This is an optimization exercise on Yosys and OpenROAD, whose aim is small area and a short achievable clock period, not a production implementation.
Function was checked by simulation only, so behaviour that the tests miss may differ from the original.
Power is estimated from default activity; no workload was simulated.

--- design/flow/flow/run.sh ---
#!/bin/bash
# The standard layout, with the port buffers that buffer_ports inserts made
# plain buf_4 cells (the default pick is a delay cell, clkdlybuf4s50_1,
# that the later timing repair leaves in place on the output paths).
set -euo pipefail
bash standard.sh BUFFER_PORTS_ARGS="-buffer_cell sky130_fd_sc_hd__buf_4" finish > standard.log 2>&1
--- design/flow/standard.sh ---
#!/bin/bash
# synth_recipe.tcl (not shown) runs the flow's synth.tcl, then flattens the netlist and writes it again
# the make line also repeats each setting of config.mk as NAME=value (left out here)
make -C /OpenROAD-flow-scripts/flow DESIGN_CONFIG=/design/flow/config.mk WORK_HOME=/design/flow/orfs CLKGATE_MAP_FILE= SYNTH_SCRIPT=/design/flow/synth_recipe.tcl "${@:-finish}"
--- design/flow/config.mk ---
export PLATFORM = sky130hd
export DESIGN_NAME = mips_core
export DESIGN_NICKNAME = mips_core
export VERILOG_FILES = /design/flow/design.v
export SDC_FILE = /design/flow/constraint.sdc
export NUM_CORES = 4
export LEC_CHECK = 0
export CAP_MARGIN = 20
export CORE_MARGIN = 2
export CORE_UTILIZATION = 50
export PLACE_DENSITY = 0.64
export SETUP_SLACK_MARGIN = 5.0
export SLEW_MARGIN = 20
export SYNTH_HIERARCHICAL = 1
--- design/flow/constraint.sdc ---
create_clock -name core_clock -period 13.0 [get_ports {clk}]
set_input_delay 2.6000 -clock core_clock [delete_from_list [all_inputs] [get_ports {clk}]]
set_output_delay 2.6000 -clock core_clock [all_outputs]
set_load 0.01 [all_outputs]
--- design/flow/design.v ---
module rf_wsel(input e, input en, input d, input q, output y);
  assign y = (e & d) | (en & q);
endmodule
module rf_aoi222(input a0, input b0, input a1, input b1, input a2, input b2, output y);
  assign y = ~((a0 & b0) | (a1 & b1) | (a2 & b2));
endmodule
module rf_nand2(input a, input b, output y);
  assign y = ~(a & b);
endmodule
module rf_rbit(input [31:1] s, input [31:1] d, output yn);
  wire [10:0] t;
  genvar i;
  generate for (i = 0; i < 10; i = i + 1) begin : g
    rf_aoi222 u(s[3*i+1], d[3*i+1], s[3*i+2], d[3*i+2], s[3*i+3], d[3*i+3], t[i]);
  end endgenerate
  rf_nand2 u31(s[31], d[31], t[10]);
  wire [2:0] o;
  c_nand4 n0(t[0], t[1], t[2], t[3], o[0]);
  c_nand4 n1(t[4], t[5], t[6], t[7], o[1]);
  c_nand3 n2(t[8], t[9], t[10], o[2]);
  c_nor3 n3(o[0], o[1], o[2], yn);
endmodule
module c_nand2(input a, input b, output y); assign y = ~(a & b); endmodule
module c_nor2(input a, input b, output y); assign y = ~(a | b); endmodule
module c_xor2(input a, input b, output y); assign y = a ^ b; endmodule
module c_xnor2(input a, input b, output y); assign y = ~(a ^ b); endmodule
module c_inv(input a, output y); assign y = ~a; endmodule
module c_nand3(input a, input b, input c, output y); assign y = ~(a & b & c); endmodule
module c_nand4(input a, input b, input c, input d, output y); assign y = ~(a & b & c & d); endmodule
module c_nor3(input a, input b, input c, output y); assign y = ~(a | b | c); endmodule
module c_aoi21(input a1, input a2, input b1, output y); assign y = ~((a1 & a2) | b1); endmodule
module c_oai21(input a1, input a2, input b1, output y); assign y = ~((a1 | a2) & b1); endmodule
module addr_add32n(input [31:0] an, input [31:0] bn, output [31:0] s);
  wire g0_0;
  wire t0_0;
  wire p_0;
  wire g0_1;
  wire t0_1;
  wire p_1;
  wire g0_2;
  wire t0_2;
  wire p_2;
  wire g0_3;
  wire t0_3;
  wire p_3;
  wire g0_4;
  wire t0_4;
  wire p_4;
  wire g0_5;
  wire t0_5;
  wire p_5;
  wire g0_6;
  wire t0_6;
  wire p_6;
  wire g0_7;
  wire t0_7;
  wire p_7;
  wire g0_8;
  wire t0_8;
  wire p_8;
  wire g0_9;
  wire t0_9;
  wire p_9;
  wire g0_10;
  wire t0_10;
  wire p_10;
  wire g0_11;
  wire t0_11;
  wire p_11;
  wire g0_12;
  wire t0_12;
  wire p_12;
  wire g0_13;
  wire t0_13;
  wire p_13;
  wire g0_14;
  wire t0_14;
  wire p_14;
  wire g0_15;
  wire t0_15;
  wire p_15;
  wire g0_16;
  wire t0_16;
  wire p_16;
  wire g0_17;
  wire t0_17;
  wire p_17;
  wire g0_18;
  wire t0_18;
  wire p_18;
  wire g0_19;
  wire t0_19;
  wire p_19;
  wire g0_20;
  wire t0_20;
  wire p_20;
  wire g0_21;
  wire t0_21;
  wire p_21;
  wire g0_22;
  wire t0_22;
  wire p_22;
  wire g0_23;
  wire t0_23;
  wire p_23;
  wire g0_24;
  wire t0_24;
  wire p_24;
  wire g0_25;
  wire t0_25;
  wire p_25;
  wire g0_26;
  wire t0_26;
  wire p_26;
  wire g0_27;
  wire t0_27;
  wire p_27;
  wire g0_28;
  wire t0_28;
  wire p_28;
  wire g0_29;
  wire t0_29;
  wire p_29;
  wire g0_30;
  wire t0_30;
  wire p_30;
  wire g0_31;
  wire t0_31;
  wire p_31;
  wire g1_1;
  wire g1_2;
  wire t1_2;
  wire g1_3;
  wire t1_3;
  wire g1_4;
  wire t1_4;
  wire g1_5;
  wire t1_5;
  wire g1_6;
  wire t1_6;
  wire g1_7;
  wire t1_7;
  wire g1_8;
  wire t1_8;
  wire g1_9;
  wire t1_9;
  wire g1_10;
  wire t1_10;
  wire g1_11;
  wire t1_11;
  wire g1_12;
  wire t1_12;
  wire g1_13;
  wire t1_13;
  wire g1_14;
  wire t1_14;
  wire g1_15;
  wire t1_15;
  wire g1_16;
  wire t1_16;
  wire g1_17;
  wire t1_17;
  wire g1_18;
  wire t1_18;
  wire g1_19;
  wire t1_19;
  wire g1_20;
  wire t1_20;
  wire g1_21;
  wire t1_21;
  wire g1_22;
  wire t1_22;
  wire g1_23;
  wire t1_23;
  wire g1_24;
  wire t1_24;
  wire g1_25;
  wire t1_25;
  wire g1_26;
  wire t1_26;
  wire g1_27;
  wire t1_27;
  wire g1_28;
  wire t1_28;
  wire g1_29;
  wire t1_29;
  wire g1_30;
  wire t1_30;
  wire g1_31;
  wire t1_31;
  wire gi_0_0;
  wire g2_2;
  wire g2_3;
  wire g2_4;
  wire t2_4;
  wire g2_5;
  wire t2_5;
  wire g2_6;
  wire t2_6;
  wire g2_7;
  wire t2_7;
  wire g2_8;
  wire t2_8;
  wire g2_9;
  wire t2_9;
  wire g2_10;
  wire t2_10;
  wire g2_11;
  wire t2_11;
  wire g2_12;
  wire t2_12;
  wire g2_13;
  wire t2_13;
  wire g2_14;
  wire t2_14;
  wire g2_15;
  wire t2_15;
  wire g2_16;
  wire t2_16;
  wire g2_17;
  wire t2_17;
  wire g2_18;
  wire t2_18;
  wire g2_19;
  wire t2_19;
  wire g2_20;
  wire t2_20;
  wire g2_21;
  wire t2_21;
  wire g2_22;
  wire t2_22;
  wire g2_23;
  wire t2_23;
  wire g2_24;
  wire t2_24;
  wire g2_25;
  wire t2_25;
  wire g2_26;
  wire t2_26;
  wire g2_27;
  wire t2_27;
  wire g2_28;
  wire t2_28;
  wire g2_29;
  wire t2_29;
  wire g2_30;
  wire t2_30;
  wire g2_31;
  wire t2_31;
  wire g3_4;
  wire gi_1_1;
  wire g3_5;
  wire g3_6;
  wire g3_7;
  wire g3_8;
  wire t3_8;
  wire g3_9;
  wire t3_9;
  wire g3_10;
  wire t3_10;
  wire g3_11;
  wire t3_11;
  wire g3_12;
  wire t3_12;
  wire g3_13;
  wire t3_13;
  wire g3_14;
  wire t3_14;
  wire g3_15;
  wire t3_15;
  wire g3_16;
  wire t3_16;
  wire g3_17;
  wire t3_17;
  wire g3_18;
  wire t3_18;
  wire g3_19;
  wire t3_19;
  wire g3_20;
  wire t3_20;
  wire g3_21;
  wire t3_21;
  wire g3_22;
  wire t3_22;
  wire g3_23;
  wire t3_23;
  wire g3_24;
  wire t3_24;
  wire g3_25;
  wire t3_25;
  wire g3_26;
  wire t3_26;
  wire g3_27;
  wire t3_27;
  wire g3_28;
  wire t3_28;
  wire g3_29;
  wire t3_29;
  wire g3_30;
  wire t3_30;
  wire g3_31;
  wire t3_31;
  wire g4_8;
  wire g4_9;
  wire gi_2_0;
  wire g4_10;
  wire gi_3_0;
  wire g4_11;
  wire g4_12;
  wire g4_13;
  wire g4_14;
  wire g4_15;
  wire g4_16;
  wire t4_16;
  wire g4_17;
  wire t4_17;
  wire g4_18;
  wire t4_18;
  wire g4_19;
  wire t4_19;
  wire g4_20;
  wire t4_20;
  wire g4_21;
  wire t4_21;
  wire g4_22;
  wire t4_22;
  wire g4_23;
  wire t4_23;
  wire g4_24;
  wire t4_24;
  wire g4_25;
  wire t4_25;
  wire g4_26;
  wire t4_26;
  wire g4_27;
  wire t4_27;
  wire g4_28;
  wire t4_28;
  wire g4_29;
  wire t4_29;
  wire g4_30;
  wire t4_30;
  wire g4_31;
  wire t4_31;
  wire g5_16;
  wire g5_17;
  wire g5_18;
  wire g5_19;
  wire gi_4_1;
  wire g5_20;
  wire gi_5_1;
  wire g5_21;
  wire gi_6_1;
  wire g5_22;
  wire gi_7_1;
  wire g5_23;
  wire g5_24;
  wire g5_25;
  wire g5_26;
  wire g5_27;
  wire g5_28;
  wire g5_29;
  wire g5_30;
  wire g5_31;
  c_nor2 u1(an[0], bn[0], g0_0);
  c_nand2 u2(an[0], bn[0], t0_0);
  c_xor2 u3(an[0], bn[0], p_0);
  c_nor2 u4(an[1], bn[1], g0_1);
  c_nand2 u5(an[1], bn[1], t0_1);
  c_xor2 u6(an[1], bn[1], p_1);
  c_nor2 u7(an[2], bn[2], g0_2);
  c_nand2 u8(an[2], bn[2], t0_2);
  c_xor2 u9(an[2], bn[2], p_2);
  c_nor2 u10(an[3], bn[3], g0_3);
  c_nand2 u11(an[3], bn[3], t0_3);
  c_xor2 u12(an[3], bn[3], p_3);
  c_nor2 u13(an[4], bn[4], g0_4);
  c_nand2 u14(an[4], bn[4], t0_4);
  c_xor2 u15(an[4], bn[4], p_4);
  c_nor2 u16(an[5], bn[5], g0_5);
  c_nand2 u17(an[5], bn[5], t0_5);
  c_xor2 u18(an[5], bn[5], p_5);
  c_nor2 u19(an[6], bn[6], g0_6);
  c_nand2 u20(an[6], bn[6], t0_6);
  c_xor2 u21(an[6], bn[6], p_6);
  c_nor2 u22(an[7], bn[7], g0_7);
  c_nand2 u23(an[7], bn[7], t0_7);
  c_xor2 u24(an[7], bn[7], p_7);
  c_nor2 u25(an[8], bn[8], g0_8);
  c_nand2 u26(an[8], bn[8], t0_8);
  c_xor2 u27(an[8], bn[8], p_8);
  c_nor2 u28(an[9], bn[9], g0_9);
  c_nand2 u29(an[9], bn[9], t0_9);
  c_xor2 u30(an[9], bn[9], p_9);
  c_nor2 u31(an[10], bn[10], g0_10);
  c_nand2 u32(an[10], bn[10], t0_10);
  c_xor2 u33(an[10], bn[10], p_10);
  c_nor2 u34(an[11], bn[11], g0_11);
  c_nand2 u35(an[11], bn[11], t0_11);
  c_xor2 u36(an[11], bn[11], p_11);
  c_nor2 u37(an[12], bn[12], g0_12);
  c_nand2 u38(an[12], bn[12], t0_12);
  c_xor2 u39(an[12], bn[12], p_12);
  c_nor2 u40(an[13], bn[13], g0_13);
  c_nand2 u41(an[13], bn[13], t0_13);
  c_xor2 u42(an[13], bn[13], p_13);
  c_nor2 u43(an[14], bn[14], g0_14);
  c_nand2 u44(an[14], bn[14], t0_14);
  c_xor2 u45(an[14], bn[14], p_14);
  c_nor2 u46(an[15], bn[15], g0_15);
  c_nand2 u47(an[15], bn[15], t0_15);
  c_xor2 u48(an[15], bn[15], p_15);
  c_nor2 u49(an[16], bn[16], g0_16);
  c_nand2 u50(an[16], bn[16], t0_16);
  c_xor2 u51(an[16], bn[16], p_16);
  c_nor2 u52(an[17], bn[17], g0_17);
  c_nand2 u53(an[17], bn[17], t0_17);
  c_xor2 u54(an[17], bn[17], p_17);
  c_nor2 u55(an[18], bn[18], g0_18);
  c_nand2 u56(an[18], bn[18], t0_18);
  c_xor2 u57(an[18], bn[18], p_18);
  c_nor2 u58(an[19], bn[19], g0_19);
  c_nand2 u59(an[19], bn[19], t0_19);
  c_xor2 u60(an[19], bn[19], p_19);
  c_nor2 u61(an[20], bn[20], g0_20);
  c_nand2 u62(an[20], bn[20], t0_20);
  c_xor2 u63(an[20], bn[20], p_20);
  c_nor2 u64(an[21], bn[21], g0_21);
  c_nand2 u65(an[21], bn[21], t0_21);
  c_xor2 u66(an[21], bn[21], p_21);
  c_nor2 u67(an[22], bn[22], g0_22);
  c_nand2 u68(an[22], bn[22], t0_22);
  c_xor2 u69(an[22], bn[22], p_22);
  c_nor2 u70(an[23], bn[23], g0_23);
  c_nand2 u71(an[23], bn[23], t0_23);
  c_xor2 u72(an[23], bn[23], p_23);
  c_nor2 u73(an[24], bn[24], g0_24);
  c_nand2 u74(an[24], bn[24], t0_24);
  c_xor2 u75(an[24], bn[24], p_24);
  c_nor2 u76(an[25], bn[25], g0_25);
  c_nand2 u77(an[25], bn[25], t0_25);
  c_xor2 u78(an[25], bn[25], p_25);
  c_nor2 u79(an[26], bn[26], g0_26);
  c_nand2 u80(an[26], bn[26], t0_26);
  c_xor2 u81(an[26], bn[26], p_26);
  c_nor2 u82(an[27], bn[27], g0_27);
  c_nand2 u83(an[27], bn[27], t0_27);
  c_xor2 u84(an[27], bn[27], p_27);
  c_nor2 u85(an[28], bn[28], g0_28);
  c_nand2 u86(an[28], bn[28], t0_28);
  c_xor2 u87(an[28], bn[28], p_28);
  c_nor2 u88(an[29], bn[29], g0_29);
  c_nand2 u89(an[29], bn[29], t0_29);
  c_xor2 u90(an[29], bn[29], p_29);
  c_nor2 u91(an[30], bn[30], g0_30);
  c_nand2 u92(an[30], bn[30], t0_30);
  c_xor2 u93(an[30], bn[30], p_30);
  c_nor2 u94(an[31], bn[31], g0_31);
  c_nand2 u95(an[31], bn[31], t0_31);
  c_xor2 u96(an[31], bn[31], p_31);
  c_aoi21 u97(t0_1, g0_0, g0_1, g1_1);
  c_aoi21 u98(t0_2, g0_1, g0_2, g1_2);
  c_nand2 u99(t0_2, t0_1, t1_2);
  c_aoi21 u100(t0_3, g0_2, g0_3, g1_3);
  c_nand2 u101(t0_3, t0_2, t1_3);
  c_aoi21 u102(t0_4, g0_3, g0_4, g1_4);
  c_nand2 u103(t0_4, t0_3, t1_4);
  c_aoi21 u104(t0_5, g0_4, g0_5, g1_5);
  c_nand2 u105(t0_5, t0_4, t1_5);
  c_aoi21 u106(t0_6, g0_5, g0_6, g1_6);
  c_nand2 u107(t0_6, t0_5, t1_6);
  c_aoi21 u108(t0_7, g0_6, g0_7, g1_7);
  c_nand2 u109(t0_7, t0_6, t1_7);
  c_aoi21 u110(t0_8, g0_7, g0_8, g1_8);
  c_nand2 u111(t0_8, t0_7, t1_8);
  c_aoi21 u112(t0_9, g0_8, g0_9, g1_9);
  c_nand2 u113(t0_9, t0_8, t1_9);
  c_aoi21 u114(t0_10, g0_9, g0_10, g1_10);
  c_nand2 u115(t0_10, t0_9, t1_10);
  c_aoi21 u116(t0_11, g0_10, g0_11, g1_11);
  c_nand2 u117(t0_11, t0_10, t1_11);
  c_aoi21 u118(t0_12, g0_11, g0_12, g1_12);
  c_nand2 u119(t0_12, t0_11, t1_12);
  c_aoi21 u120(t0_13, g0_12, g0_13, g1_13);
  c_nand2 u121(t0_13, t0_12, t1_13);
  c_aoi21 u122(t0_14, g0_13, g0_14, g1_14);
  c_nand2 u123(t0_14, t0_13, t1_14);
  c_aoi21 u124(t0_15, g0_14, g0_15, g1_15);
  c_nand2 u125(t0_15, t0_14, t1_15);
  c_aoi21 u126(t0_16, g0_15, g0_16, g1_16);
  c_nand2 u127(t0_16, t0_15, t1_16);
  c_aoi21 u128(t0_17, g0_16, g0_17, g1_17);
  c_nand2 u129(t0_17, t0_16, t1_17);
  c_aoi21 u130(t0_18, g0_17, g0_18, g1_18);
  c_nand2 u131(t0_18, t0_17, t1_18);
  c_aoi21 u132(t0_19, g0_18, g0_19, g1_19);
  c_nand2 u133(t0_19, t0_18, t1_19);
  c_aoi21 u134(t0_20, g0_19, g0_20, g1_20);
  c_nand2 u135(t0_20, t0_19, t1_20);
  c_aoi21 u136(t0_21, g0_20, g0_21, g1_21);
  c_nand2 u137(t0_21, t0_20, t1_21);
  c_aoi21 u138(t0_22, g0_21, g0_22, g1_22);
  c_nand2 u139(t0_22, t0_21, t1_22);
  c_aoi21 u140(t0_23, g0_22, g0_23, g1_23);
  c_nand2 u141(t0_23, t0_22, t1_23);
  c_aoi21 u142(t0_24, g0_23, g0_24, g1_24);
  c_nand2 u143(t0_24, t0_23, t1_24);
  c_aoi21 u144(t0_25, g0_24, g0_25, g1_25);
  c_nand2 u145(t0_25, t0_24, t1_25);
  c_aoi21 u146(t0_26, g0_25, g0_26, g1_26);
  c_nand2 u147(t0_26, t0_25, t1_26);
  c_aoi21 u148(t0_27, g0_26, g0_27, g1_27);
  c_nand2 u149(t0_27, t0_26, t1_27);
  c_aoi21 u150(t0_28, g0_27, g0_28, g1_28);
  c_nand2 u151(t0_28, t0_27, t1_28);
  c_aoi21 u152(t0_29, g0_28, g0_29, g1_29);
  c_nand2 u153(t0_29, t0_28, t1_29);
  c_aoi21 u154(t0_30, g0_29, g0_30, g1_30);
  c_nand2 u155(t0_30, t0_29, t1_30);
  c_aoi21 u156(t0_31, g0_30, g0_31, g1_31);
  c_nand2 u157(t0_31, t0_30, t1_31);
  c_inv u158(g0_0, gi_0_0);
  c_oai21 u159(t1_2, gi_0_0, g1_2, g2_2);
  c_oai21 u160(t1_3, g1_1, g1_3, g2_3);
  c_oai21 u161(t1_4, g1_2, g1_4, g2_4);
  c_nor2 u162(t1_4, t1_2, t2_4);
  c_oai21 u163(t1_5, g1_3, g1_5, g2_5);
  c_nor2 u164(t1_5, t1_3, t2_5);
  c_oai21 u165(t1_6, g1_4, g1_6, g2_6);
  c_nor2 u166(t1_6, t1_4, t2_6);
  c_oai21 u167(t1_7, g1_5, g1_7, g2_7);
  c_nor2 u168(t1_7, t1_5, t2_7);
  c_oai21 u169(t1_8, g1_6, g1_8, g2_8);
  c_nor2 u170(t1_8, t1_6, t2_8);
  c_oai21 u171(t1_9, g1_7, g1_9, g2_9);
  c_nor2 u172(t1_9, t1_7, t2_9);
  c_oai21 u173(t1_10, g1_8, g1_10, g2_10);
  c_nor2 u174(t1_10, t1_8, t2_10);
  c_oai21 u175(t1_11, g1_9, g1_11, g2_11);
  c_nor2 u176(t1_11, t1_9, t2_11);
  c_oai21 u177(t1_12, g1_10, g1_12, g2_12);
  c_nor2 u178(t1_12, t1_10, t2_12);
  c_oai21 u179(t1_13, g1_11, g1_13, g2_13);
  c_nor2 u180(t1_13, t1_11, t2_13);
  c_oai21 u181(t1_14, g1_12, g1_14, g2_14);
  c_nor2 u182(t1_14, t1_12, t2_14);
  c_oai21 u183(t1_15, g1_13, g1_15, g2_15);
  c_nor2 u184(t1_15, t1_13, t2_15);
  c_oai21 u185(t1_16, g1_14, g1_16, g2_16);
  c_nor2 u186(t1_16, t1_14, t2_16);
  c_oai21 u187(t1_17, g1_15, g1_17, g2_17);
  c_nor2 u188(t1_17, t1_15, t2_17);
  c_oai21 u189(t1_18, g1_16, g1_18, g2_18);
  c_nor2 u190(t1_18, t1_16, t2_18);
  c_oai21 u191(t1_19, g1_17, g1_19, g2_19);
  c_nor2 u192(t1_19, t1_17, t2_19);
  c_oai21 u193(t1_20, g1_18, g1_20, g2_20);
  c_nor2 u194(t1_20, t1_18, t2_20);
  c_oai21 u195(t1_21, g1_19, g1_21, g2_21);
  c_nor2 u196(t1_21, t1_19, t2_21);
  c_oai21 u197(t1_22, g1_20, g1_22, g2_22);
  c_nor2 u198(t1_22, t1_20, t2_22);
  c_oai21 u199(t1_23, g1_21, g1_23, g2_23);
  c_nor2 u200(t1_23, t1_21, t2_23);
  c_oai21 u201(t1_24, g1_22, g1_24, g2_24);
  c_nor2 u202(t1_24, t1_22, t2_24);
  c_oai21 u203(t1_25, g1_23, g1_25, g2_25);
  c_nor2 u204(t1_25, t1_23, t2_25);
  c_oai21 u205(t1_26, g1_24, g1_26, g2_26);
  c_nor2 u206(t1_26, t1_24, t2_26);
  c_oai21 u207(t1_27, g1_25, g1_27, g2_27);
  c_nor2 u208(t1_27, t1_25, t2_27);
  c_oai21 u209(t1_28, g1_26, g1_28, g2_28);
  c_nor2 u210(t1_28, t1_26, t2_28);
  c_oai21 u211(t1_29, g1_27, g1_29, g2_29);
  c_nor2 u212(t1_29, t1_27, t2_29);
  c_oai21 u213(t1_30, g1_28, g1_30, g2_30);
  c_nor2 u214(t1_30, t1_28, t2_30);
  c_oai21 u215(t1_31, g1_29, g1_31, g2_31);
  c_nor2 u216(t1_31, t1_29, t2_31);
  c_aoi21 u217(t2_4, g0_0, g2_4, g3_4);
  c_inv u218(g1_1, gi_1_1);
  c_aoi21 u219(t2_5, gi_1_1, g2_5, g3_5);
  c_aoi21 u220(t2_6, g2_2, g2_6, g3_6);
  c_aoi21 u221(t2_7, g2_3, g2_7, g3_7);
  c_aoi21 u222(t2_8, g2_4, g2_8, g3_8);
  c_nand2 u223(t2_8, t2_4, t3_8);
  c_aoi21 u224(t2_9, g2_5, g2_9, g3_9);
  c_nand2 u225(t2_9, t2_5, t3_9);
  c_aoi21 u226(t2_10, g2_6, g2_10, g3_10);
  c_nand2 u227(t2_10, t2_6, t3_10);
  c_aoi21 u228(t2_11, g2_7, g2_11, g3_11);
  c_nand2 u229(t2_11, t2_7, t3_11);
  c_aoi21 u230(t2_12, g2_8, g2_12, g3_12);
  c_nand2 u231(t2_12, t2_8, t3_12);
  c_aoi21 u232(t2_13, g2_9, g2_13, g3_13);
  c_nand2 u233(t2_13, t2_9, t3_13);
  c_aoi21 u234(t2_14, g2_10, g2_14, g3_14);
  c_nand2 u235(t2_14, t2_10, t3_14);
  c_aoi21 u236(t2_15, g2_11, g2_15, g3_15);
  c_nand2 u237(t2_15, t2_11, t3_15);
  c_aoi21 u238(t2_16, g2_12, g2_16, g3_16);
  c_nand2 u239(t2_16, t2_12, t3_16);
  c_aoi21 u240(t2_17, g2_13, g2_17, g3_17);
  c_nand2 u241(t2_17, t2_13, t3_17);
  c_aoi21 u242(t2_18, g2_14, g2_18, g3_18);
  c_nand2 u243(t2_18, t2_14, t3_18);
  c_aoi21 u244(t2_19, g2_15, g2_19, g3_19);
  c_nand2 u245(t2_19, t2_15, t3_19);
  c_aoi21 u246(t2_20, g2_16, g2_20, g3_20);
  c_nand2 u247(t2_20, t2_16, t3_20);
  c_aoi21 u248(t2_21, g2_17, g2_21, g3_21);
  c_nand2 u249(t2_21, t2_17, t3_21);
  c_aoi21 u250(t2_22, g2_18, g2_22, g3_22);
  c_nand2 u251(t2_22, t2_18, t3_22);
  c_aoi21 u252(t2_23, g2_19, g2_23, g3_23);
  c_nand2 u253(t2_23, t2_19, t3_23);
  c_aoi21 u254(t2_24, g2_20, g2_24, g3_24);
  c_nand2 u255(t2_24, t2_20, t3_24);
  c_aoi21 u256(t2_25, g2_21, g2_25, g3_25);
  c_nand2 u257(t2_25, t2_21, t3_25);
  c_aoi21 u258(t2_26, g2_22, g2_26, g3_26);
  c_nand2 u259(t2_26, t2_22, t3_26);
  c_aoi21 u260(t2_27, g2_23, g2_27, g3_27);
  c_nand2 u261(t2_27, t2_23, t3_27);
  c_aoi21 u262(t2_28, g2_24, g2_28, g3_28);
  c_nand2 u263(t2_28, t2_24, t3_28);
  c_aoi21 u264(t2_29, g2_25, g2_29, g3_29);
  c_nand2 u265(t2_29, t2_25, t3_29);
  c_aoi21 u266(t2_30, g2_26, g2_30, g3_30);
  c_nand2 u267(t2_30, t2_26, t3_30);
  c_aoi21 u268(t2_31, g2_27, g2_31, g3_31);
  c_nand2 u269(t2_31, t2_27, t3_31);
  c_oai21 u270(t3_8, gi_0_0, g3_8, g4_8);
  c_oai21 u271(t3_9, g1_1, g3_9, g4_9);
  c_inv u272(g2_2, gi_2_0);
  c_oai21 u273(t3_10, gi_2_0, g3_10, g4_10);
  c_inv u274(g2_3, gi_3_0);
  c_oai21 u275(t3_11, gi_3_0, g3_11, g4_11);
  c_oai21 u276(t3_12, g3_4, g3_12, g4_12);
  c_oai21 u277(t3_13, g3_5, g3_13, g4_13);
  c_oai21 u278(t3_14, g3_6, g3_14, g4_14);
  c_oai21 u279(t3_15, g3_7, g3_15, g4_15);
  c_oai21 u280(t3_16, g3_8, g3_16, g4_16);
  c_nor2 u281(t3_16, t3_8, t4_16);
  c_oai21 u282(t3_17, g3_9, g3_17, g4_17);
  c_nor2 u283(t3_17, t3_9, t4_17);
  c_oai21 u284(t3_18, g3_10, g3_18, g4_18);
  c_nor2 u285(t3_18, t3_10, t4_18);
  c_oai21 u286(t3_19, g3_11, g3_19, g4_19);
  c_nor2 u287(t3_19, t3_11, t4_19);
  c_oai21 u288(t3_20, g3_12, g3_20, g4_20);
  c_nor2 u289(t3_20, t3_12, t4_20);
  c_oai21 u290(t3_21, g3_13, g3_21, g4_21);
  c_nor2 u291(t3_21, t3_13, t4_21);
  c_oai21 u292(t3_22, g3_14, g3_22, g4_22);
  c_nor2 u293(t3_22, t3_14, t4_22);
  c_oai21 u294(t3_23, g3_15, g3_23, g4_23);
  c_nor2 u295(t3_23, t3_15, t4_23);
  c_oai21 u296(t3_24, g3_16, g3_24, g4_24);
  c_nor2 u297(t3_24, t3_16, t4_24);
  c_oai21 u298(t3_25, g3_17, g3_25, g4_25);
  c_nor2 u299(t3_25, t3_17, t4_25);
  c_oai21 u300(t3_26, g3_18, g3_26, g4_26);
  c_nor2 u301(t3_26, t3_18, t4_26);
  c_oai21 u302(t3_27, g3_19, g3_27, g4_27);
  c_nor2 u303(t3_27, t3_19, t4_27);
  c_oai21 u304(t3_28, g3_20, g3_28, g4_28);
  c_nor2 u305(t3_28, t3_20, t4_28);
  c_oai21 u306(t3_29, g3_21, g3_29, g4_29);
  c_nor2 u307(t3_29, t3_21, t4_29);
  c_oai21 u308(t3_30, g3_22, g3_30, g4_30);
  c_nor2 u309(t3_30, t3_22, t4_30);
  c_oai21 u310(t3_31, g3_23, g3_31, g4_31);
  c_nor2 u311(t3_31, t3_23, t4_31);
  c_aoi21 u312(t4_16, g0_0, g4_16, g5_16);
  c_aoi21 u313(t4_17, gi_1_1, g4_17, g5_17);
  c_aoi21 u314(t4_18, g2_2, g4_18, g5_18);
  c_aoi21 u315(t4_19, g2_3, g4_19, g5_19);
  c_inv u316(g3_4, gi_4_1);
  c_aoi21 u317(t4_20, gi_4_1, g4_20, g5_20);
  c_inv u318(g3_5, gi_5_1);
  c_aoi21 u319(t4_21, gi_5_1, g4_21, g5_21);
  c_inv u320(g3_6, gi_6_1);
  c_aoi21 u321(t4_22, gi_6_1, g4_22, g5_22);
  c_inv u322(g3_7, gi_7_1);
  c_aoi21 u323(t4_23, gi_7_1, g4_23, g5_23);
  c_aoi21 u324(t4_24, g4_8, g4_24, g5_24);
  c_aoi21 u325(t4_25, g4_9, g4_25, g5_25);
  c_aoi21 u326(t4_26, g4_10, g4_26, g5_26);
  c_aoi21 u327(t4_27, g4_11, g4_27, g5_27);
  c_aoi21 u328(t4_28, g4_12, g4_28, g5_28);
  c_aoi21 u329(t4_29, g4_13, g4_29, g5_29);
  c_aoi21 u330(t4_30, g4_14, g4_30, g5_30);
  c_aoi21 u331(t4_31, g4_15, g4_31, g5_31);
  assign s[0] = p_0;
  c_xor2 u332(p_1, g0_0, s[1]);
  c_xnor2 u333(p_2, g1_1, s[2]);
  c_xor2 u334(p_3, g2_2, s[3]);
  c_xor2 u335(p_4, g2_3, s[4]);
  c_xnor2 u336(p_5, g3_4, s[5]);
  c_xnor2 u337(p_6, g3_5, s[6]);
  c_xnor2 u338(p_7, g3_6, s[7]);
  c_xnor2 u339(p_8, g3_7, s[8]);
  c_xor2 u340(p_9, g4_8, s[9]);
  c_xor2 u341(p_10, g4_9, s[10]);
  c_xor2 u342(p_11, g4_10, s[11]);
  c_xor2 u343(p_12, g4_11, s[12]);
  c_xor2 u344(p_13, g4_12, s[13]);
  c_xor2 u345(p_14, g4_13, s[14]);
  c_xor2 u346(p_15, g4_14, s[15]);
  c_xor2 u347(p_16, g4_15, s[16]);
  c_xnor2 u348(p_17, g5_16, s[17]);
  c_xnor2 u349(p_18, g5_17, s[18]);
  c_xnor2 u350(p_19, g5_18, s[19]);
  c_xnor2 u351(p_20, g5_19, s[20]);
  c_xnor2 u352(p_21, g5_20, s[21]);
  c_xnor2 u353(p_22, g5_21, s[22]);
  c_xnor2 u354(p_23, g5_22, s[23]);
  c_xnor2 u355(p_24, g5_23, s[24]);
  c_xnor2 u356(p_25, g5_24, s[25]);
  c_xnor2 u357(p_26, g5_25, s[26]);
  c_xnor2 u358(p_27, g5_26, s[27]);
  c_xnor2 u359(p_28, g5_27, s[28]);
  c_xnor2 u360(p_29, g5_28, s[29]);
  c_xnor2 u361(p_30, g5_29, s[30]);
  c_xnor2 u362(p_31, g5_30, s[31]);
endmodule
module mips_core(clk, reset, iaddr, instr, dm_addr, dm_wdata, dm_we, dm_rdata);
  input clk, reset;
  output [29:0] iaddr;
  input [31:0] instr;
  output [31:0] dm_addr;
  output [31:0] dm_wdata;
  output dm_we;
  input [31:0] dm_rdata;
  wire [5:0] op = instr[31:26];
  wire [4:0] rs = instr[25:21];
  wire [4:0] rt = instr[20:16];
  wire [4:0] rd = instr[15:11];
  wire [15:0] imm = instr[15:0];
  wire is_r    = op == 6'b000000;
  wire is_addu = is_r & (instr[5:0] == 6'b100001);
  wire is_ori  = op == 6'b001101;
  wire is_lui  = op == 6'b001111;
  wire is_lw   = op == 6'b100011;
  wire is_sw   = op == 6'b101011;
  wire is_beq  = op == 6'b000100;
  wire is_j    = op == 6'b000010;
  wire regwr = is_r | is_ori | is_lui | is_lw;
  wire [4:0] rw = is_r ? rd : rt;
  reg [1023:32] rf;
  reg [31:1] valid;
  reg [31:1] sa, sb, we;
  wire [1023:32] rf_next;
  wire [31:0] busa_n, busb_n, wd;
  wire [31:0] busa = ~busa_n;
  wire [31:0] busb = ~busb_n;
  integer r;
  always @(*) begin
    for (r = 1; r < 32; r = r + 1) begin
      sa[r] = valid[r] & (rs == r);
      sb[r] = valid[r] & (rt == r);
      we[r] = regwr & (rw == r);
    end
  end
  genvar b, k;
  generate for (b = 0; b < 32; b = b + 1) begin : rb
    wire [31:1] col;
    for (k = 1; k < 32; k = k + 1) begin : c
      assign col[k] = rf[k*32 + b];
      rf_wsel w(we[k], ~we[k], wd[b], rf[k*32 + b], rf_next[k*32 + b]);
    end
    rf_rbit ua(sa, col, busa_n[b]);
    rf_rbit ub(sb, col, busb_n[b]);
  end endgenerate
  always @(posedge clk) rf <= rf_next;
  always @(posedge clk, posedge reset) begin
    if (reset) valid <= 31'b0;
    else valid <= valid | we;
  end
  wire sub = ~is_addu;
  wire [31:0] alu = busa + (sub ? ~busb : busb) + {31'b0, sub};
  wire eq = busa == busb;
  wire [31:0] sext = {{16{imm[15]}}, imm};
  assign wd = is_lw ? dm_rdata :
              is_lui ? {imm, 16'h0} :
              is_ori ? (busa | {16'h0, imm}) : alu;
  addr_add32n addr_add(busa_n, ~sext, dm_addr);
  assign dm_wdata = busb;
  assign dm_we = is_sw;
  reg [29:0] pc;
  wire [29:0] pc1 = pc + 30'd1;
  wire [29:0] pcb = pc1 + sext[29:0];
  wire [29:0] npc = is_j ? {pc[29:26], instr[25:0]} : (is_beq & eq) ? pcb : pc1;
  always @(posedge clk, posedge reset) begin
    if (reset) pc <= 30'h0000_0c00;
    else pc <= npc;
  end
  assign iaddr = pc;
endmodule
==> results of run 1 <==
[modules after synthesis (local to each module, per instance), excerpt]
module | cells | area (um2) | times used
addr_add32n | 1 | 7.51 | 1
c_aoi21 | 1 | 8.76 | 72
c_inv | 1 | 3.75 | 8
c_nand2 | 1 | 3.75 | 82
c_nand3 | 1 | 5.00 | 64
c_nand4 | 1 | 6.26 | 128
c_nor2 | 1 | 3.75 | 73
c_oai21 | 1 | 5.00 | 52
c_xnor2 | 1 | 8.76 | 20
c_xor2 | 1 | 8.76 | 43
mips_core | 2244 | 28500 | 1
rf_aoi222 | 1 | 10.0 | 640
rf_nand2 | 1 | 3.75 | 64
rf_wsel | 1 | 8.76 | 992
[synth_stat cells, types with 38 or more instances]
master	number
a22o_1	992
and3_1	76
a21o_1	38
nor3_2	64
nand4_1	153
nand2_1	240
clkbuf_1	41
dfxtp_1	992
a21oi_2	72
nand3_1	104
ha_1	60
o21ai_1	57
a21oi_1	128
a222oi_1	640
inv_1	139
o21ai_0	53
xor2_1	79
dfrtp_1	59
xnor2_1	124
nor2_1	213
[registers in the layout, indices dropped and copies added, names as in the netlist]
register  flops
valid        31
rf          992
pc           30
[final cells by class]
class	count	area, um2
Sequential cell	1053	21400
Antenna cell	4	10.0
Timing Repair Buffer	497	4570
Clock inverter	31	349
Tap cell	1265	1580
Fill cell	7795	35600
Multi-Input combinational cell	3337	27500
Clock buffer	163	3240
Inverter	139	537
[logic make-up (layout without fill, tap and decap cells)]
| group | Yosys count | in the layout | synth area share [%] |
|---|---|---|---|
| other | 0 | 4 | 0 |
| AO/OA/AOI/OAI | 2069 | 2070 | 37.5 |
| multiplexers | 9 | 9 | 0.192 |
| XOR/XNOR | 203 | 203 | 3.73 |
| adder cells (fa/ha/maj) | 62 | 62 | 1.66 |
| buffers and inverters | 187 | 830 | 1.49 |
| flip-flops | 1053 | 1053 | 44.8 |
| AND/OR/NAND/NOR | 964 | 993 | 10.6 |
[power by group through the flow]
stage	combinational (mW)	clock, mW	sequential [mW]
after global routing	0.970	3.33	3.41
after floorplan	0.531	0	3.46
after CTS	0.860	3.19	3.40
final	0.898	3.22	3.41
after detailed placement	0.829	0	3.46
after global placement	0.823	0	3.46
[worst max path at each step]
stage / from / endpoint / slack, ns
final: instr[22] / dm_addr[31] / 4.13
after global routing: instr[23] / dm_addr[31] / 4.20
after CTS: instr[23] / dm_addr[30] / 4.50
after detailed placement: instr[25] / dm_addr[28] / 3.46
after global placement: instr[25] / dm_addr[28] / 3.54
after floorplan: instr[20] / rf[1008]$_DFF_P_ / 5.01
[critical path, delay by kind of cell]
kind,cells,cell delay [ns]
buf+inv,5,0.77
simple gates,6,1.45
xor+xnor,1,0.13
compound gates,6,1.25
[cell usage in the layout, fill, tap and decap left out, drive strengths merged, types with 6 or more instances in the layout]
cell,instances
a31oi,23
or3,7
inv,139
dfxtp,992
nand2,240
dfrtp,59
xor2,79
nand3,104
xnor2,124
o211ai,11
nor2,213
or2,20
clkinv,19
and3,104
o21a,6
a222oi,640
a21oi,201
o22ai,7
mux2i,8
o21bai,7
nor3b,6
bufinv,6
o21ai,110
a211oi,11
and4,7
nand2b,21
nor4,7
nor2b,14
clkinvlp,6
nand4,154
nor3,82
a21o,38
ha,60
clkbuf,169
buf,488
a22o,992
[per-stage QoR]
step | utilization [%] | power [mW] | std cells
2_1_floorplan | - | 3.99 | 4547
3_3_place_gp | 54.8 | 4.28 | 6073
3_5_place_dp | 54.8 | 4.29 | 6074
4_1_cts | 61.1 | 7.45 | 6413
5_1_grt | 62.4 | 7.71 | 6487
6_report | 62.4 | 7.52 | 6489
[layer usage]
metal	GRT usage (%)	wire length (um)	share of wire [%]
met1	58.4	85000	35
met4	33.8	21600	8.9
met2	62.9	94900	39
met3	19.3	41100	17
met5	0.532	78	0.032
[timing repair]
action                     4_1_cts  5_1_grt
hold buffers                     0        0
pin swaps                      141       84
gates cloned                    33        6
resized for setup              224      108
setup endpoints to repair      304      363
setup buffers                  112       62
==> qor.tcl, run 1 <==
set qor(final_sum_of_negative_setup_slack_ns) 0
set qor(synth.distinct_cells) 67
set qor(die_height_um) 313
set qor(startpoint_type) {input pin}
set qor(synth-edff-count) 0
set qor(final_area_um2) 59200
set qor(min_delay_startpoint) {pc[29]$_DFFE_PP0N_}
set qor(clock_insertion_delay_worst_skew_ns) 0.74
set qor(globalRoute.totalOverflow) 0
set qor(drive_above_1_share_pct) 20.7
set qor(top_post_synthesis_cells_by_area) {dfxtp_1 42%, a22o_1 18%, a222oi_1 13%, dfrtp_1 3.1%, xnor2_1 2.3%}
set qor(timing.final.crit_period_ns) 8.87
set qor(net-switching-power_mw) 2.01
set qor(cts.htree.levels) 3
set qor(grt_start_max_net_pins) 62
set qor(synth.net_count) 4675
set qor(globalplace.congestion) 0.967
set qor(design.core.area_um2) 94700
set qor(number_of_cts_inserted_buffers) 109
set qor(final.setup.worst_slack_ns) 4.13
set qor(tritoncts) {yes}
set qor(crit_slowest_cell) {nand4_1}
set qor(seqPwrFrac_pct) 45.3
set qor(synth_flop_cell) {dfxtp_1}
set qor(unrepaired_setup_endpoints_after_global_routing) {true}
set qor(setup_violations) 0
set qor(die_area_um2) 97900
set qor(totalWireLength_um) 243000
set qor(final_max_slew_viol_count) 0
set qor(synth.cell_area_um2) 47700
set qor(synth.ff_latch_count) 1053
set qor(dp.final_hpwl_um) 135000
set qor(cp_slowest_stage_delay_ns) 0.65
set qor(place_worst_setup_slack_ns) 3.46
set qor(ff2ff_setup_slack_ns) 6.81
set qor(number_of_vias_per_cell) 7.90
set qor(port-buffer-count) 160
set qor(initial_cell_density_of_the_core_pct) 50.3
set qor(crit_type) {input pin to output port}
set qor(netlist.top_cell.by_area) {dfxtp_1}
set qor(critical_path.cell_chain) {buf_8 -> nand2_2 -> nor2_4 -> and3_4 -> buf_12 -> a222oi_1 -> nand4_1 -> nor3_2 -> buf_6 -> nor2_2 -> a21oi_4 -> buf_6 -> o21ai_4 -> a21oi_2 -> o21ai_2 -> a21oi_2 -> xnor2_1 -> buf_4}
set qor(cp.arrival_ns) 6.27
set qor(synthesis.instances) 4547
set qor(finalHoldWorstSlack_ns) 0.480
set qor(final-hold-violation-count) 0
set qor(whs_endpoint) {pc[29]$_DFFE_PP0N_}
set qor(peak_vdd_ir_mv) 0.107
set qor(timing.critical_path.required_ns) 10.40
set qor(endpoint_kind) {output port}
set qor(grtUsageTotal_pct) 46.3
set qor(clock_power_share_pct) 42.8
set qor(drt_first_pass_iters) 15
set qor(number_of_cells_on_the_worst_hold_path) 1
set qor(cts.reportedPaths.clkPinSlew_ns) 0.06
set qor(comb_power_share_pct) 11.9
set qor(max_slew.worst_pin.slew_ns) 1.23
set qor(floorplan.io_pins) 161
set qor(power.density_cell_area_nw_per_um2) 127
set qor(crit-reg2reg-capture) {rf[82]$_DFF_P_}
set qor(synth.avg_cell_area_um2) 10.5
set qor(p_int_mw) 5.51
set qor(tightest_hold_check_type) {flop to flop}
set qor(async_flop_share_pct) 5.79
set qor(grt_antenna_before_repair) 8
set qor(critical_path_peak_fanout) 9
set qor(finalCritPeriodShare_pct) 68.2
set qor(route.vias.total) 51300
set qor(drt_drc_violations_left) 0
set qor(dr.first_iter.drc_count) 13600
set qor(grt_pass1_vias) 46500
set qor(yosysWarnings) 7
set qor(net_count_final) 5265
set qor(synth-seq-area-share_pct) 44.8
set qor(antenna_violating_nets_post_route) 0
set qor(fmax_mhz) 113
set qor(grt_pass1_wl_um) 333000
set qor(synth_top_area_share_pct) 41.6
set qor(relSlewSlack_pct) 18.2
set qor(skew_ns) 0.0281
set qor(drv.max_cap_violation_count) 0
set qor(power_leakage_nw) 23.2
set qor(floorplan.die.width_um) 313
set qor(r2r-start) {valid[7]$_DFF_PP0_}
set qor(num_rows) 113
set qor(cts.sinks) 1053
set qor(switching_share_pct) 26.7
set qor(syn_to_final_growth_pct) 24.0
set qor(placedInstanceArea_um2) 52000
set qor(outcome) {finished clean}
set qor(r2r_cells) 24
set qor(cts.path.max_buffers) 3
set qor(ctsRootBufferMaster) {clkbuf_16}
set qor(post_drt_wl_per_cell_um) 37.4
==> run 2, diff against run 1 <==
--- a/design/flow/design.v
+++ b/design/flow/design.v
@@ -7,7 +7,7 @@
 module rf_nand2(input a, input b, output y);
   assign y = ~(a & b);
 endmodule
-module rf_rbit(input [31:1] s, input [31:1] d, output yn);
+module rf_rbit(input [31:1] s, input [31:1] d, output yn, output yn2);
   wire [10:0] t;
   genvar i;
   generate for (i = 0; i < 10; i = i + 1) begin : g
@@ -19,6 +19,7 @@
   c_nand4 n1(t[4], t[5], t[6], t[7], o[1]);
   c_nand3 n2(t[8], t[9], t[10], o[2]);
   c_nor3 n3(o[0], o[1], o[2], yn);
+  c_nor3 n4(o[0], o[1], o[2], yn2);
 endmodule
 module c_nand2(input a, input b, output y); assign y = ~(a & b); endmodule
 module c_nor2(input a, input b, output y); assign y = ~(a | b); endmodule
@@ -753,7 +754,7 @@
   reg [31:1] valid;
   reg [31:1] sa, sb, we;
   wire [1023:32] rf_next;
-  wire [31:0] busa_n, busb_n, wd;
+  wire [31:0] busa_n, busa_n2, busb_n, busb_n2, wd;
   wire [31:0] busa = ~busa_n;
   wire [31:0] busb = ~busb_n;
   integer r;
@@ -771,8 +772,8 @@
       assign col[k] = rf[k*32 + b];
       rf_wsel w(we[k], ~we[k], wd[b], rf[k*32 + b], rf_next[k*32 + b]);
     end
-    rf_rbit ua(sa, col, busa_n[b]);
-    rf_rbit ub(sb, col, busb_n[b]);
+    rf_rbit ua(sa, col, busa_n[b], busa_n2[b]);
+    rf_rbit ub(sb, col, busb_n[b], busb_n2[b]);
   end endgenerate
   always @(posedge clk) rf <= rf_next;
   always @(posedge clk, posedge reset) begin
@@ -786,8 +787,8 @@
   assign wd = is_lw ? dm_rdata :
               is_lui ? {imm, 16'h0} :
               is_ori ? (busa | {16'h0, imm}) : alu;
-  addr_add32n addr_add(busa_n, ~sext, dm_addr);
-  assign dm_wdata = busb;
+  addr_add32n addr_add(busa_n2, ~sext, dm_addr);
+  assign dm_wdata = ~busb_n2;
   assign dm_we = is_sw;
   reg [29:0] pc;
   wire [29:0] pc1 = pc + 30'd1;
--- a/design/flow/config.mk
+++ b/design/flow/config.mk
@@ -8,6 +8,7 @@
 export CAP_MARGIN = 20
 export CORE_MARGIN = 2
 export CORE_UTILIZATION = 50
+export CTS_BUF_LIST = sky130_fd_sc_hd__clkbuf_4 sky130_fd_sc_hd__clkbuf_8
 export PLACE_DENSITY = 0.64
 export SETUP_SLACK_MARGIN = 5.0
 export SLEW_MARGIN = 20
==> qor.tcl, run 2 <==
set qor(synthesis.instances) 4651
set qor(finalHoldWorstSlack_ns) 0.492
set qor(critical_path_peak_fanout) 7
set qor(crit-reg2reg-capture) {rf[988]$_DFF_P_}
set qor(power_leakage_nw) 24.0
set qor(startpoint_type) {input pin}
set qor(totalWireLength_um) 246000
set qor(synth.cell_area_um2) 48500
set qor(final.setup.worst_slack_ns) 4.46
set qor(drv.max_cap_violation_count) 0
set qor(floorplan.die.width_um) 316
set qor(final-hold-violation-count) 0
set qor(max_flop_register) {rf}
set qor(syn_to_final_growth_pct) 24.3
set qor(die_height_um) 316
set qor(grtUsageTotal_pct) 46.7
set qor(floorplan.io_pins) 161
set qor(place_worst_setup_slack_ns) 3.41
set qor(cp.arrival_ns) 5.94
set qor(whs_endpoint) {valid[28]$_DFF_PP0_}
set qor(top_post_synthesis_cells_by_area) {dfxtp_1 41%, a22o_1 18%, a222oi_1 13%, dfrtp_1 3.0%, nor3_2 2.6%}
set qor(synth.ff_latch_count) 1053
set qor(outcome) {finished clean}
set qor(power.density_cell_area_nw_per_um2) 124
set qor(drive_above_1_share_pct) 23.6
set qor(setup_violations) 0
set qor(cts.path.max_buffers) 3
set qor(synth_top_area_share_pct) 40.9
set qor(fmax_mhz) 117
set qor(fin_util_pct) 62.6
set qor(antenna_violating_nets_post_route) 0
set qor(number_of_vias_per_cell) 7.76
set qor(drt_drc_violations_left) 0
set qor(placedInstanceArea_um2) 52500
set qor(synth.net_count) 4779
set qor(tritoncts) {yes}
set qor(cts.reportedPaths.clkPinSlew_ns) 0.06
set qor(min_delay_startpoint) {valid[28]$_DFF_PP0_}
set qor(die_area_um2) 99600
set qor(initial_cell_density_of_the_core_pct) 50.3
set qor(ctsRootBufferMaster) {clkbuf_8}
set qor(post_drt_wl_per_cell_um) 36.4
set qor(tightest_hold_check_type) {flop to flop}
set qor(cts.sinks) 1053
set qor(cts.htree.levels) 4
set qor(final_area_um2) 60300
set qor(peak_vdd_ir_mv) 0.105
set qor(netlist.top_cell.by_area) {dfxtp_1}
set qor(synth.avg_cell_area_um2) 10.4
set qor(finalCritPeriodShare_pct) 65.7
set qor(clock_insertion_delay_worst_skew_ns) 0.93
set qor(globalRoute.totalOverflow) 0
set qor(drt_first_pass_iters) 15
set qor(layout.cells.most_common_list) {992 x a22o_1, 992 x dfxtp_1, 640 x a222oi_1, 441 x buf_4, 242 x nand2_1}
set qor(final_sum_of_negative_setup_slack_ns) 0
set qor(synth-edff-count) 0
set qor(max_slew.worst_pin.slew_ns) 1.44
set qor(yosysWarnings) 7
set qor(grt_antenna_before_repair) 5
set qor(unrepaired_setup_endpoints_after_global_routing) {true}
set qor(largest_regs) {rf: 992 flops, valid: 31 flops, pc: 30 flops}
set qor(relSlewSlack_pct) 3.55
set qor(leading_cell_types_by_count_after_synthesis) {992 x a22o_1, 992 x dfxtp_1, 640 x a222oi_1}
set qor(grt_pass1_vias) 47800
set qor(dr.first_iter.drc_count) 13300
set qor(synth-seq-area-share_pct) 44.1
set qor(number_of_cts_inserted_buffers) 171
set qor(timing.critical_path.required_ns) 10.40
set qor(dp.final_hpwl_um) 142000
set qor(synth.distinct_cells) 69
set qor(largest_reg_flops) 992
set qor(crit_type) {input pin to output port}
set qor(num_rows) 114
set qor(synth_flop_cell) {dfxtp_1}
set qor(skew_ns) 0.0645
set qor(async_flop_share_pct) 5.79
set qor(net_count_final) 5463
set qor(ctsHoldBuffers) 0
set qor(r2r-start) {valid[19]$_DFF_PP0_}
set qor(r2r_cells) 21
set qor(port-buffer-count) 160
set qor(timing.final.crit_period_ns) 8.54
set qor(endpoint_kind) {output port}
set qor(final_max_slew_viol_count) 0
set qor(grt_pass1_wl_um) 340000
set qor(ff2ff_setup_slack_ns) 6.80
set qor(route.vias.total) 52400
set qor(number_of_cells_on_the_worst_hold_path) 1
set qor(design.core.area_um2) 96400
set qor(grt_start_max_net_pins) 62
set qor(globalplace.congestion) 1.00
[run 2: worst max path at each step]
stage,start,end,slack [ns],cells after the start
floorplan,instr[23],dm_addr[31],5.00,13
global placement,instr[21],dm_addr[16],3.45,14
detailed placement,instr[24],dm_addr[16],3.41,14
CTS,instr[21],dm_addr[21],4.58,20
global route,instr[21],dm_addr[30],4.39,19
finish,instr[21],dm_addr[29],4.46,17
[run 2: per-module statistics from Yosys, one instance, submodules excluded, excerpt]
module       times used  cells
addr_add32n           1      1
c_aoi21              72      1
c_inv                 8      1
c_nand3              64      1
mips_core             1   2284
rf_aoi222           640      1
[run 2: what timing repair did]
action                     4_1_cts  5_1_grt
setup endpoints to repair       81      286
pin swaps                      150       82
resized for setup              229      105
cloned                          29        3
setup buffers                  196       44
[run 2: metrics by stage]
stage / std cells / total power, mW
after floorplan: 4651 / 3.98
after global placement: 6162 / 4.26
after detailed placement: 6162 / 4.27
after CTS: 6693 / 7.43
after global routing: 6748 / 7.69
final: 6749 / 7.49
[run 2: cells by family after synthesis]
logic type	after synthesis	share of synthesized area (%)
compound gates	2075	37.0
xor+xnor	194	3.50
fa+ha+maj	62	1.63
buf+inv	191	1.49
flops	1053	44.1
mux	6	0.124
simple gates	1070	12.2
[run 2: layout make-up]
| cell class | count | area (um2) |
|---|---|---|
| well taps | 1276 | 1600 |
| flip-flops and latches | 1053 | 21400 |
| clock buffers | 272 | 3410 |
| multi-input cells | 3435 | 28200 |
| fillers | 8008 | 36100 |
| clock inverters | 34 | 387 |
| diodes | 5 | 12.5 |
| repair buffers | 532 | 4770 |
| inverters | 142 | 533 |
[run 2: worst max-delay path, stage by stage]
cell and delay [ns]:
buf_12 0.13, and2_4 0.17, buf_4 0.20, and3_4 0.21
buf_4 0.20, a222oi_1 0.46, nand4_1 0.16, buf_4 0.22
nor3_4 0.33, nand2_2 0.17, a21oi_4 0.24, o21ai_2 0.11
a21oi_2 0.16, o21ai_2 0.13, a21oi_2 0.16, xnor2_1 0.14
buf_4 0.15
[run 2: power breakdown]
part	switching, mW	internal [mW]	total, mW
Combinational	0.517	0.358	0.875
Sequential	0.0913	3.30	3.39
Clock	1.45	1.78	3.22
[run 2: layer usage]
| metal | GRT usage, % | part of all wire [%] | vias to the layer above | routed length [um] |
|---|---|---|---|---|
| li1 | - | - | 21300 | - |
| met1 | 57.9 | 35 | 25100 | 87000 |
| met2 | 65.4 | 40 | 4833 | 97600 |
| met3 | 18.1 | 16 | 1085 | 38700 |
| met4 | 34.9 | 9.0 | 8 | 22100 |
| met5 | 1.28 | 0.17 | - | 421 |
==> run 3, diff against run 2 <==
==> design/flow/flow/run.sh (replaced) <==
#!/bin/bash
# The standard layout, with the port buffers that buffer_ports inserts made
# plain buf_2 cells (the default pick is a delay cell, clkdlybuf4s50_1,
# that the later timing repair leaves in place on the output paths).
set -euo pipefail
bash standard.sh BUFFER_PORTS_ARGS="-buffer_cell sky130_fd_sc_hd__buf_2" finish > standard.log 2>&1
--- a/design/flow/config.mk
+++ b/design/flow/config.mk
@@ -8,8 +8,9 @@
 export CAP_MARGIN = 20
 export CORE_MARGIN = 2
 export CORE_UTILIZATION = 50
-export CTS_BUF_LIST = sky130_fd_sc_hd__clkbuf_4 sky130_fd_sc_hd__clkbuf_8
+export CTS_CLUSTER_DIAMETER = 80
+export CTS_CLUSTER_SIZE = 24
 export PLACE_DENSITY = 0.64
-export SETUP_SLACK_MARGIN = 5.0
+export SETUP_SLACK_MARGIN = 4.3
 export SLEW_MARGIN = 20
 export SYNTH_HIERARCHICAL = 1
==> qor.tcl, run 3 <==
set qor(outcome) {finished clean}
set qor(final-hold-violation-count) 0
set qor(critical_path.cell_chain) {clkbuf_4 -> nor2b_2 -> and2_4 -> and3_2 -> a222oi_1 -> nand4_1 -> nor3_4 -> buf_4 -> nand2_1 -> a21oi_2 -> o21ai_1 -> a21oi_2 -> o21ai_1 -> a21oi_2 -> xnor2_1 -> buf_2}
set qor(endpoint_kind) {output port}
set qor(top_post_synthesis_cells_by_area) {dfxtp_1 41%, a22o_1 18%, a222oi_1 13%, dfrtp_1 3.0%, nor3_2 2.6%}
set qor(r2r-start) {valid[13]$_DFF_PP0_}
set qor(yosysWarnings) 7
set qor(timing.critical_path.required_ns) 10.40
set qor(synthesis.instances) 4651
set qor(design.core.area_um2) 96400
set qor(path_buf_inv) 3
set qor(r2r_cells) 19
set qor(grt_pass1_vias) 45200
set qor(finalHoldWorstSlack_ns) 0.502
set qor(initial_cell_density_of_the_core_pct) 50.3
set qor(num_rows) 114
set qor(route.vias.total) 49800
set qor(grt_antenna_before_repair) 4
set qor(critical-path-top-delay-family) {simple AND/OR/NAND/NOR gates}
set qor(layout.cells.most_common_list) {992 x a22o_1, 992 x dfxtp_1, 640 x a222oi_1, 270 x nand2_1, 219 x buf_4}
set qor(fin_util_pct) 57.6
set qor(timing.critical_path.mode_cell) {a21oi_2}
set qor(cts.reportedPaths.clkPinSlew_ns) 0.10
set qor(startpoint_type) {input pin}
set qor(final.setup.worst_slack_ns) 4.30
set qor(drive_above_1_share_pct) 16.2
set qor(place.detailed.instances) 6172
set qor(cp_slowest_stage_delay_ns) 0.46
set qor(power_leakage_nw) 21.6
set qor(floorplan.die.width_um) 316
set qor(netlist.top_cell.by_area) {dfxtp_1}
set qor(grt_pass1_wl_um) 323000
set qor(final_max_slew_viol_count) 0
set qor(synth-seq-area-share_pct) 44.1
set qor(number_of_cells_on_the_worst_hold_path) 1
set qor(crit-reg2reg-capture) {rf[315]$_DFF_P_}
set qor(tritoncts) {yes}
set qor(tightest_hold_check_type) {flop to flop}
set qor(largest_reg_flops) 992
set qor(layout.cells.non_filler) 6371
set qor(cts.htree.levels) 2
set qor(synth.net_count) 4779
set qor(drv.max_cap_violation_count) 0
set qor(fmax_mhz) 115
set qor(synth.ff_latch_count) 1053
set qor(drt_first_pass_iters) 14
set qor(totalWireLength_um) 232000
set qor(relSlewSlack_pct) 19.7
set qor(globalRoute.totalOverflow) 0
set qor(power_mw) 6.18
set qor(net_count_final) 5204
set qor(cts.path.max_buffers) 3
set qor(placedInstanceArea_um2) 52200
set qor(largest_regs) {rf: 992 flops, valid: 31 flops, pc: 30 flops}
set qor(globalplace.congestion) 1.02
set qor(skew_ns) 0.0595
set qor(synth.distinct_cells) 69
set qor(whs_endpoint) {valid[1]$_DFF_PP0_}
set qor(setup_violations) 0
set qor(clock_insertion_delay_worst_skew_ns) 0.73
set qor(port-buffer-count) 160
set qor(drt_drc_violations_left) 0
set qor(crit_type) {input pin to output port}
set qor(async_flop_share_pct) 5.79
set qor(synth-edff-count) 0
set qor(peak_vdd_ir_mv) 0.115
set qor(die_area_um2) 99600
set qor(ctsRootBufferMaster) {clkbuf_16}
set qor(dr.first_iter.drc_count) 12100
set qor(timing.final.crit_period_ns) 8.70
set qor(ff2ff_setup_slack_ns) 6.43
set qor(place_worst_setup_slack_ns) 3.39
set qor(max_slew.worst_pin.slew_ns) 1.21
set qor(final_sum_of_negative_setup_slack_ns) 0
set qor(synth_flop_cell) {dfxtp_1}
set qor(grtUsageTotal_pct) 44.1
set qor(max_flop_register) {rf}
set qor(number_of_vias_per_cell) 7.81
set qor(synth.avg_cell_area_um2) 10.4
set qor(number_of_cts_inserted_buffers) 54
set qor(cts.sinks) 1053
set qor(leading_cell_types_by_count_after_synthesis) {992 x a22o_1, 992 x dfxtp_1, 640 x a222oi_1}
set qor(post_drt_wl_per_cell_um) 36.4
set qor(unrepaired_setup_endpoints_after_global_routing) {true}
set qor(synth.cell_area_um2) 48500
set qor(crit_slowest_cell) {nand4_1}
set qor(syn_to_final_growth_pct) 14.4
set qor(floorplan.io_pins) 161
set qor(power.density_cell_area_nw_per_um2) 111
set qor(synth_top_area_share_pct) 40.9
set qor(min_delay_startpoint) {valid[1]$_DFF_PP0_}
set qor(grt_start_max_net_pins) 62
set qor(antenna_violating_nets_post_route) 0
set qor(cp.arrival_ns) 6.10
set qor(critical_path_peak_fanout) 16
set qor(dp.final_hpwl_um) 142000
set qor(finalCritPeriodShare_pct) 66.9
set qor(final_area_um2) 55500
set qor(die_height_um) 316
==> run 3: cell counts after synthesis <==
Identical to the previous run, type by type.
==> run 3: worst reg2reg max path, cell delays in order, from the launching register on <==
cell      delay [ns]
dfrtp_1         0.54
and3_2          0.57
a222oi_1        0.66
nand4_1         0.47
nor3_2          0.64
xor2_1          0.14
ha_1            0.39
a21oi_1         0.19
o21ai_1         0.11
a21o_1          0.19
a21oi_1         0.21
o21ai_1         0.16
a211oi_1        0.59
o21bai_1        0.23
a21oi_1         0.18
o22ai_1         0.09
nor3_1          0.34
o21ai_2         0.12
buf_4           0.29
a22o_1          0.35
==> run 3: worst max path at each step <==
stage                        to  depth (start not counted)  slack [ns]       from
3_3_place_gp        dm_addr[31]                         15        3.47  instr[21]
4_1_cts             dm_addr[31]                         15        4.28  instr[22]
3_5_place_dp        dm_addr[31]                         15        3.39  instr[21]
5_1_grt             dm_addr[25]                         16        4.24  instr[25]
6_report            dm_addr[28]                         16        4.30  instr[24]
2_1_floorplan  rf[1017]$_DFF_P_                         21        4.77  instr[18]
==> run 3: logic make-up after synthesis <==
kind of cell    share of synthesized area [%]
compound gates                           37.0
xor+xnor                                 3.50
flops                                    44.1
simple gates                             12.2
fa+ha+maj                                1.63
buf+inv                                  1.49
mux                                     0.124
==> run 3: cell type report <==
type / instances / area [um2]
multi-input combinational: 3419 / 27400
tap: 1276 / 1600
clock inverter: 11 / 144
inverter: 142 / 533
clock buffer: 63 / 1450
antenna: 1 / 2.50
fill: 8505 / 40900
sequential: 1053 / 21400
timing repair buffer: 406 / 2960
==> run 3: what timing repair did <==
item / in CTS / in global routing
setup endpoints to repair: 30 / 25
hold buffers: 0 / 0
pin swaps: 75 / 50
cloned: 11 / 1
setup buffers: 79 / 31
resized for setup: 74 / 80
==> run 3: report_power, final <==
| part | switching, mW | internal (mW) | total [mW] |
|---|---|---|---|
| Combinational | 0.506 | 0.319 | 0.824 |
| Clock | 1.16 | 0.814 | 1.98 |
| Sequential | 0.0781 | 3.30 | 3.38 |
==> run 3: Yosys stat by module, one instance, submodules excluded, excerpt <==
module / area [um2] / cells inside / flops+latches
rf_wsel: 8.76 / 1 / 0
c_xor2: 8.76 / 1 / 0
c_nand2: 3.75 / 1 / 0
c_nand4: 6.26 / 1 / 0
mips_core: 28700 / 2284 / 1053
c_xnor2: 8.76 / 1 / 0
rf_nand2: 3.75 / 1 / 0
c_inv: 3.75 / 1 / 0
rf_aoi222: 10.0 / 1 / 0
c_nor3: 10.0 / 1 / 0
c_aoi21: 8.76 / 1 / 0
==> run 3: per-layer routing <==
metal  up-vias  share of wire [%]  global-route usage, %  wire (um)
li1      20700                  -                      -          -
met1     24100                 37                   56.2      84800
met4         6                7.8                   28.3      18000
met2      4209                 41                   63.1      94200
met5         -              0.069                      0        161
met3       763                 15                   15.8      34600
==> run 4, diff against run 3 <==
--- a/design/flow/config.mk
+++ b/design/flow/config.mk
@@ -11,6 +11,6 @@
 export CTS_CLUSTER_DIAMETER = 80
 export CTS_CLUSTER_SIZE = 24
 export PLACE_DENSITY = 0.64
-export SETUP_SLACK_MARGIN = 4.3
+export SETUP_SLACK_MARGIN = 4.7
 export SLEW_MARGIN = 20
 export SYNTH_HIERARCHICAL = 1
==> qor.tcl, run 4 <==
set qor(timing.critical_path.mode_cell) {buf_12}
set qor(power_leakage_nw) 22.7
set qor(number_of_vias_per_cell) 7.86
set qor(globalRoute.totalOverflow) 0
set qor(synth.ff_latch_count) 1053
set qor(num-fill-cells) 8206
set qor(grt_start_max_net_pins) 62
set qor(largest_regs) {rf: 992 flops, valid: 31 flops, pc: 30 flops}
set qor(cts.htree.levels) 2
set qor(skew_ns) 0.0646
set qor(grtUsageTotal_pct) 45.3
set qor(floorplan.die.width_um) 316
set qor(drive_above_1_share_pct) 20.7
set qor(tritoncts) {yes}
set qor(layout.cells.non_filler) 6519
set qor(drt_drc_violations_left) 0
set qor(cts.sinks) 1053
set qor(synth-edff-count) 0
set qor(leading_cell_types_by_count_after_synthesis) {992 x a22o_1, 992 x dfxtp_1, 640 x a222oi_1}
set qor(top_post_synthesis_cells_by_area) {dfxtp_1 41%, a22o_1 18%, a222oi_1 13%, dfrtp_1 3.0%, nor3_2 2.6%}
set qor(synth.distinct_cells) 69
set qor(final_sum_of_negative_setup_slack_ns) 0
set qor(critical_path_peak_fanout) 7
set qor(synth.avg_cell_area_um2) 10.4
set qor(cts.reportedPaths.clkPinSlew_ns) 0.10
set qor(critical_path.cell_chain) {buf_12 -> nor2b_4 -> and2_4 -> and3_4 -> buf_12 -> buf_12 -> a222oi_1 -> nand3_2 -> nor3_4 -> nand2_2 -> a21oi_4 -> o21ai_4 -> a21oi_2 -> o21ai_2 -> a21oi_2 -> xnor2_1 -> buf_2}
set qor(timing.critical_path.required_ns) 10.40
set qor(antenna_violating_nets_post_route) 0
set qor(finalHoldWorstSlack_ns) 0.506
set qor(tightest_hold_check_type) {flop to flop}
set qor(cp.arrival_ns) 5.90
set qor(cts.path.max_buffers) 3
set qor(ctsRootBufferMaster) {clkbuf_16}
set qor(num_rows) 114
set qor(clock_insertion_delay_worst_skew_ns) 0.73
set qor(final-hold-violation-count) 0
set qor(initial_cell_density_of_the_core_pct) 50.3
set qor(route.vias.total) 51200
set qor(power_mw) 6.22
set qor(post_drt_wl_per_cell_um) 37.1
set qor(endpoint_kind) {output port}
set qor(relSlewSlack_pct) 18.6
set qor(async_flop_share_pct) 5.79
set qor(totalWireLength_um) 242000
set qor(synth.cell_area_um2) 48500
set qor(syn_to_final_growth_pct) 20.0
set qor(power.density_cell_area_nw_per_um2) 107
set qor(yosysWarnings) 7
set qor(drv.max_cap_violation_count) 0
set qor(netlist.top_cell.by_area) {dfxtp_1}
set qor(fmax_mhz) 118
set qor(net_count_final) 5348
set qor(largest_reg_flops) 992
set qor(synth_top_area_share_pct) 40.9
set qor(setup_violations) 0
set qor(number_of_cts_inserted_buffers) 54
set qor(timing.final.crit_period_ns) 8.50
set qor(crit_type) {input pin to output port}
set qor(finalCritPeriodShare_pct) 65.4
set qor(final_max_slew_viol_count) 0
set qor(max_flop_register) {rf}
set qor(die_area_um2) 99600
set qor(path_buf_inv) 4
set qor(peak_vdd_ir_mv) 0.111
set qor(dp.final_hpwl_um) 142000
set qor(unrepaired_setup_endpoints_after_global_routing) {true}
set qor(globalplace.congestion) 1.02
set qor(outcome) {finished clean}
set qor(crit_slowest_cell) {a222oi_1}
set qor(cp_slowest_stage_delay_ns) 0.45
set qor(place.detailed.instances) 6172
run 4: power breakdown:
part	switching, mW	internal (mW)
clock network	1.17	0.813
registers	0.0806	3.30
logic	0.522	0.331
total	1.77	4.44
run 4: repair_timing:
action	in CTS	in global routing
cloned	31	9
hold buffers	0	0
resized for setup	242	192
pin swaps	191	159
hold endpoints to repair	0	0
setup endpoints to repair	31	358
buffers inserted	164	62
run 4: final cells by class:
class / count / area, um2 / area share (%)
diodes: 5 / 12.5 / 0.0215
clock buffers: 63 / 1450 / 2.49
inverters: 142 / 533 / 0.915
multi-input cells: 3431 / 28300 / 48.6
well taps: 1276 / 1600 / 2.74
clock inverters: 11 / 144 / 0.247
repair buffers: 538 / 4790 / 8.23
flip-flops and latches: 1053 / 21400 / 36.7
run 4: final timing paths:
check                                    startpoint            endpoint  slack, ns  depth (start not counted)
worst max-delay path                      instr[24]         dm_addr[31]       4.50                         17
worst min-delay path                rf[270]$_DFF_P_     rf[270]$_DFF_P_       0.51                          1
worst max register to register  valid[24]$_DFF_PP0_     rf[222]$_DFF_P_       6.63                         18
worst min register to register      rf[270]$_DFF_P_     rf[270]$_DFF_P_       0.51                          1
max in group asynchronous                     reset  valid[8]$_DFF_PP0_      10.21                          3
min in group asynchronous                     reset     pc[8]$_DFF_PP0_       2.14                          3
run 4: kinds of logic (layout without fill, tap and decap cells):
family	Yosys count	after routing	share of synthesized area, %
AOI/OAI and AO/OA	2075	2076	37.0
other	0	5	0
DFF	1053	1053	44.1
and+or+nand+nor	1070	1093	12.2
muxes	6	6	0.124
adders and majority gates	62	62	1.63
buffers and inverters	191	754	1.49
xor gates and xnor gates	194	194	3.50
run 4: per-stage QoR:
step                      instance area (um2)  setup slack (ns)  utilization [%]
after CTS                               56700              4.69             58.8
final                                   58300              4.50             60.4
after global routing                    58200              4.42             60.4
after detailed placement                52200              3.39             54.2
after floorplan                         48500              4.77                -
after global placement                  52200              3.47             54.1
run 4: modules after synthesis, one instance, submodules excluded, a selection:
module	flip-flops and latches	copies in the design
c_xor2	0	43
c_inv	0	8
c_nand4	0	128
c_nand3	0	64
rf_aoi222	0	640
addr_add32n	0	1
c_nor3	0	128
c_xnor2	0	20
c_nand2	0	82
c_oai21	0	52
c_aoi21	0	72
rf_nand2	0	64
rf_wsel	0	992
mips_core	1053	1
run 4: layer usage:
metal	part of all wire, %	up-vias	track usage, %
met5	0.11	-	0.900
met4	8.7	10	31.9
met3	16	944	17.3
met2	40	4621	63.6
met1	35	24600	56.9
li1	-	21000	-
